This is an optimization exercise on Yosys and OpenROAD, whose aim is small area, a short achievable clock period and few clock cycles per item, not a production implementation.

==> module PointAdder, before the edit <==
module PointAdder(point1, point2, den_inv, dbl, sum);
	input [13:0] point1;
	input [13:0] point2;
	input [6:0] den_inv;
	input dbl;
	output [13:0] sum;
	wire [6:0] x1 = point1[6:0];
	wire [6:0] y1 = point1[13:7];
	wire [6:0] x2 = point2[6:0];
	wire [6:0] y2 = point2[13:7];
	wire [6:0] num = y1 ^ (y2 & {7{~dbl}});
	wire [6:0] q, slope, slopeSquared, out;
	Mastrovito7 mult2(num, den_inv, q);
	assign slope = q ^ (x1 & {7{dbl}});
	Squarer square(slope, slopeSquared);
	wire [6:0] point3x = slopeSquared ^ slope ^ 7'b1 ^ ((x1 ^ x2) & {7{~dbl}});
	Mastrovito7 mult(slope, x1 ^ point3x, out);
	wire [6:0] point3y = out ^ point3x ^ y1;
	assign sum = (den_inv == 7'd0) ? 14'b0 : {point3y, point3x};
endmodule
==> module PointMultiplier, before the edit <==
module PointMultiplier(point, scalar, clk, start, result, done);
	input [13:0] point;
	input [6:0] scalar;
	input clk, start;
	output [13:0] result;
	output reg done;
	reg [13:0] cur;
	reg [13:0] acc;
	reg [6:0] ks;
	reg ph;
	reg accz;
	reg dbl;
	reg [6:0] invd;
	wire cur_zero = (cur == 14'b0);
	wire acc_zero = (acc == 14'b0);
	wire last = (ks[6:1] == 6'b0);
	wire add_now = ks[0] & ~ph;           
	wire [13:0] unit_out;
	PointAdder unit(cur, acc, invd, dbl, unit_out);
	wire [6:0] den_n;
	wire [6:0] invd_n;
	Inverse inv_next(start ? point[6:0] : den_n, invd_n);
	assign result = acc;
	reg [6:0] ks_n;
	reg ph_n, accz_n;
	wire dbl_n = ~(ks_n[0] & ~ph_n & ~accz_n);
	wire [6:0] den_add = accz ? cur[6:0] : acc[6:0];
	assign den_n = (add_now & ~accz) ? cur[6:0] :
	                   (unit_out[6:0] ^ (den_add & {7{~dbl_n}}));
	always @(*) begin
		ks_n = ks;
		ph_n = ph;
		accz_n = acc_zero;
		if (add_now) begin
			if (accz) begin
				accz_n = 1'b0;
				ks_n = ks >> 1;
			end else begin
				ph_n = 1'b1;
			end
		end else begin
			ks_n = ks >> 1;
			ph_n = 1'b0;
		end
	end
	always @(posedge clk) begin
		if (start) begin
			cur <= point;
			acc <= 14'b0;
			ks <= scalar;
			ph <= 1'b0;
			accz <= 1'b1;
			dbl <= 1'b1;
			invd <= invd_n;
			done <= 1'b0;
		end else if (!done) begin
			ks <= ks_n;
			ph <= ph_n;
			accz <= accz_n;
			dbl <= dbl_n;
			invd <= invd_n;
			if (ks == 7'b0 || cur_zero) begin
				done <= 1'b1;
			end else if (add_now) begin
				if (accz) begin
					acc <= cur;
					if (last) done <= 1'b1;
					else begin
						cur <= unit_out;
						if (cur[6:0] == 7'b0) done <= 1'b1;
					end
				end else begin
					acc <= unit_out;
					if (last) done <= 1'b1;
				end
			end else begin
				cur <= unit_out;
				if (cur[6:0] == 7'b0) done <= 1'b1;
			end
		end
	end
endmodule
==> flow/config.mk <==
export PLATFORM = sky130hd
export DESIGN_NAME = PointMultiplier
export DESIGN_NICKNAME = PointMultiplier
export VERILOG_FILES = /design/flow/design.v
export SDC_FILE = /design/flow/constraint.sdc
export NUM_CORES = 4
export LEC_CHECK = 0
export CAP_MARGIN = 20
export CORE_MARGIN = 2
export CORE_UTILIZATION = 55
export SETUP_SLACK_MARGIN = 2
export SLEW_MARGIN = 20
==> flow/constraint.sdc <==
create_clock -name core_clock -period 8.0 [get_ports {clk}]
set_input_delay 1.6000 -clock core_clock [delete_from_list [all_inputs] [get_ports {clk}]]
set_output_delay 1.6000 -clock core_clock [all_outputs]
set_load 0.01 [all_outputs]
standard.sh (not shown) runs the stock make flow with config.mk's settings and CLKGATE_MAP_FILE= SYNTH_SCRIPT=/design/flow/synth_recipe.tcl, a recipe that flattens the netlist after the stock synthesis.
==> flow/flow/run.sh <==
#!/bin/bash
# Layout flow: the standard flow, except that the synthesis's final
# technology mapping (ABC) runs flow/abc.script (Yosys's default ABC script
# for a liberty library, with a relaxed delay target for area recovery)
# instead of ORFS's abc_speed/abc_area script, and the half/full-adder
# extraction is off (this design is XOR logic, not arithmetic).
# Everything before ABC (and so every register, its name and cell) is
# the standard synthesis (synth_recipe.tcl); everything after synthesis
# is standard.sh. Logs: synth.log, layout.log.
set -euo pipefail
W=$(pwd)
export MY_ABC_D=$(cat "$W/flow/abc_d.txt" 2>/dev/null || echo 4000)
export MY_ABC_SCRIPT="$W/flow/abc.script"
make -C "$FLOW_HOME" DESIGN_CONFIG="$W/config.mk" WORK_HOME="$W/orfs" CLKGATE_MAP_FILE= \
  SYNTH_SCRIPT="$W/flow/my_synth.tcl" ADDER_MAP_FILE= synth > "$W/synth.log" 2>&1
bash "$W/standard.sh" > "$W/layout.log" 2>&1
==> flow/flow/abc.script <==
strash; &get -n; &fraig -x; &put; dc2; strash; &get -n; &dch -f; &nf -R 20 {D}; &put; buffer; upsize {D}; dnsize {D}; stime -p
==> flow/flow/abc_d.txt <==
4000
==> flow/flow/my_synth.tcl <==
proc synth {args} { yosys synth -nofsm -noshare {*}$args }
# Same synthesis as synth_recipe.tcl, but the final technology mapping uses
# Yosys's default ABC script with the delay target from MY_ABC_D (ps).
proc abc {args} {
  set keep {}
  set i 0
  while {$i < [llength $args]} {
    set a [lindex $args $i]
    if {$a eq "-script" || $a eq "-D"} {
      incr i 2
      continue
    }
    lappend keep $a
    incr i
  }
  if {[info exists ::env(MY_ABC_SCRIPT)] && $::env(MY_ABC_SCRIPT) ne ""} {
    lappend keep -script $::env(MY_ABC_SCRIPT)
  }
  yosys abc {*}$keep -D [expr {[info exists ::env(MY_ABC_D)] ? $::env(MY_ABC_D) : 4000}]
}
source $::env(SCRIPTS_DIR)/synth.tcl
# left out here: clear keep_hierarchy, flatten, clean up, hide names made inside functions, write 1_2_yosys.v
Edit:
--- a/flow/design.v
+++ b/flow/design.v
@@ -168,23 +168,23 @@
 			7'd126: b = 7'd3;
 			7'd127: b = 7'd64;
 			default: b = 7'd0;
 		endcase
 	end
 endmodule
-module PointAdder(point1, point2, den_inv, dbl, sum);
+module PointAdder(point1, point2, y2m, den_inv, dbl, sum);
 	input [13:0] point1;
 	input [13:0] point2;
+	input [6:0] y2m;
 	input [6:0] den_inv;
 	input dbl;
 	output [13:0] sum;
 	wire [6:0] x1 = point1[6:0];
 	wire [6:0] y1 = point1[13:7];
 	wire [6:0] x2 = point2[6:0];
-	wire [6:0] y2 = point2[13:7];
-	wire [6:0] num = y1 ^ (y2 & {7{~dbl}});
+	wire [6:0] num = y1 ^ y2m;
 	wire [6:0] q, slope, slopeSquared, out;
 	Mastrovito7 mult2(num, den_inv, q);
 	assign slope = q ^ (x1 & {7{dbl}});
 	Squarer square(slope, slopeSquared);
 	wire [6:0] point3x = slopeSquared ^ slope ^ 7'b1 ^ ((x1 ^ x2) & {7{~dbl}});
 	Mastrovito7 mult(slope, x1 ^ point3x, out);
@@ -201,26 +201,28 @@
 	reg [13:0] acc;
 	reg [6:0] ks;
 	reg ph;
 	reg accz;
 	reg dbl;
 	reg [6:0] invd;
+	reg [6:0] y2m;
 	wire cur_zero = (cur == 14'b0);
 	wire acc_zero = (acc == 14'b0);
 	wire last = (ks[6:1] == 6'b0);
 	wire add_now = ks[0] & ~ph;           
 	wire [13:0] unit_out;
-	PointAdder unit(cur, acc, invd, dbl, unit_out);
+	PointAdder unit(cur, acc, y2m, invd, dbl, unit_out);
 	wire [6:0] den_n;
 	wire [6:0] invd_n;
 	Inverse inv_next(start ? point[6:0] : den_n, invd_n);
 	assign result = acc;
 	reg [6:0] ks_n;
 	reg ph_n, accz_n;
 	wire dbl_n = ~(ks_n[0] & ~ph_n & ~accz_n);
 	wire [6:0] den_add = accz ? cur[6:0] : acc[6:0];
+	wire [6:0] den_add_y = accz ? cur[13:7] : acc[13:7];
 	assign den_n = (add_now & ~accz) ? cur[6:0] :
 	                   (unit_out[6:0] ^ (den_add & {7{~dbl_n}}));
 	always @(*) begin
 		ks_n = ks;
 		ph_n = ph;
 		accz_n = acc_zero;
@@ -242,19 +244,21 @@
 			acc <= 14'b0;
 			ks <= scalar;
 			ph <= 1'b0;
 			accz <= 1'b1;
 			dbl <= 1'b1;
 			invd <= invd_n;
+			y2m <= 7'b0;
 			done <= 1'b0;
 		end else if (!done) begin
 			ks <= ks_n;
 			ph <= ph_n;
 			accz <= accz_n;
 			dbl <= dbl_n;
 			invd <= invd_n;
+			y2m <= den_add_y & {7{~dbl_n}};
 			if (ks == 7'b0 || cur_zero) begin
 				done <= 1'b1;
 			end else if (add_now) begin
 				if (accz) begin
 					acc <= cur;
 					if (last) done <= 1'b1;
What happened: Via count goes up by about 1.7%; maximum frequency goes up by about 1.2%; global-route usage rose by 0.25 points; utilization is lower by 0.23 points; critical path depth goes down by 3; wire length goes up by 4.1%; die area goes up by about 6%.
No functional check of the RTL was part of any run of this note.

-- static timing again, ports no longer ideal --
In the flow no input, the clock included, has a driving cell. The finished layouts below were timed again as built, in two steps. Step 1 assumes that a clkbuf_16 drives the clock port and a buf_2 every other input. Step 2, shift: input delay + t, output delay - t, t = (earliest + latest rising clock arrival at the registers) / 2. This alone moves slack from input paths to output paths. Slacks: ideal ports / drivers / drivers and shift; pairs: ideal ports / drivers.
run | t, ns | setup WS [ns] | hold WS [ns]
the first run | 0.348 | 2.275 / 2.275 / 2.275 | 0.539 / 0.539 / 0.539
the second run | 0.353 | 2.341 / 2.341 / 2.341 | 0.480 / 0.480 / 0.480
After both steps every run listed still meets setup and hold.
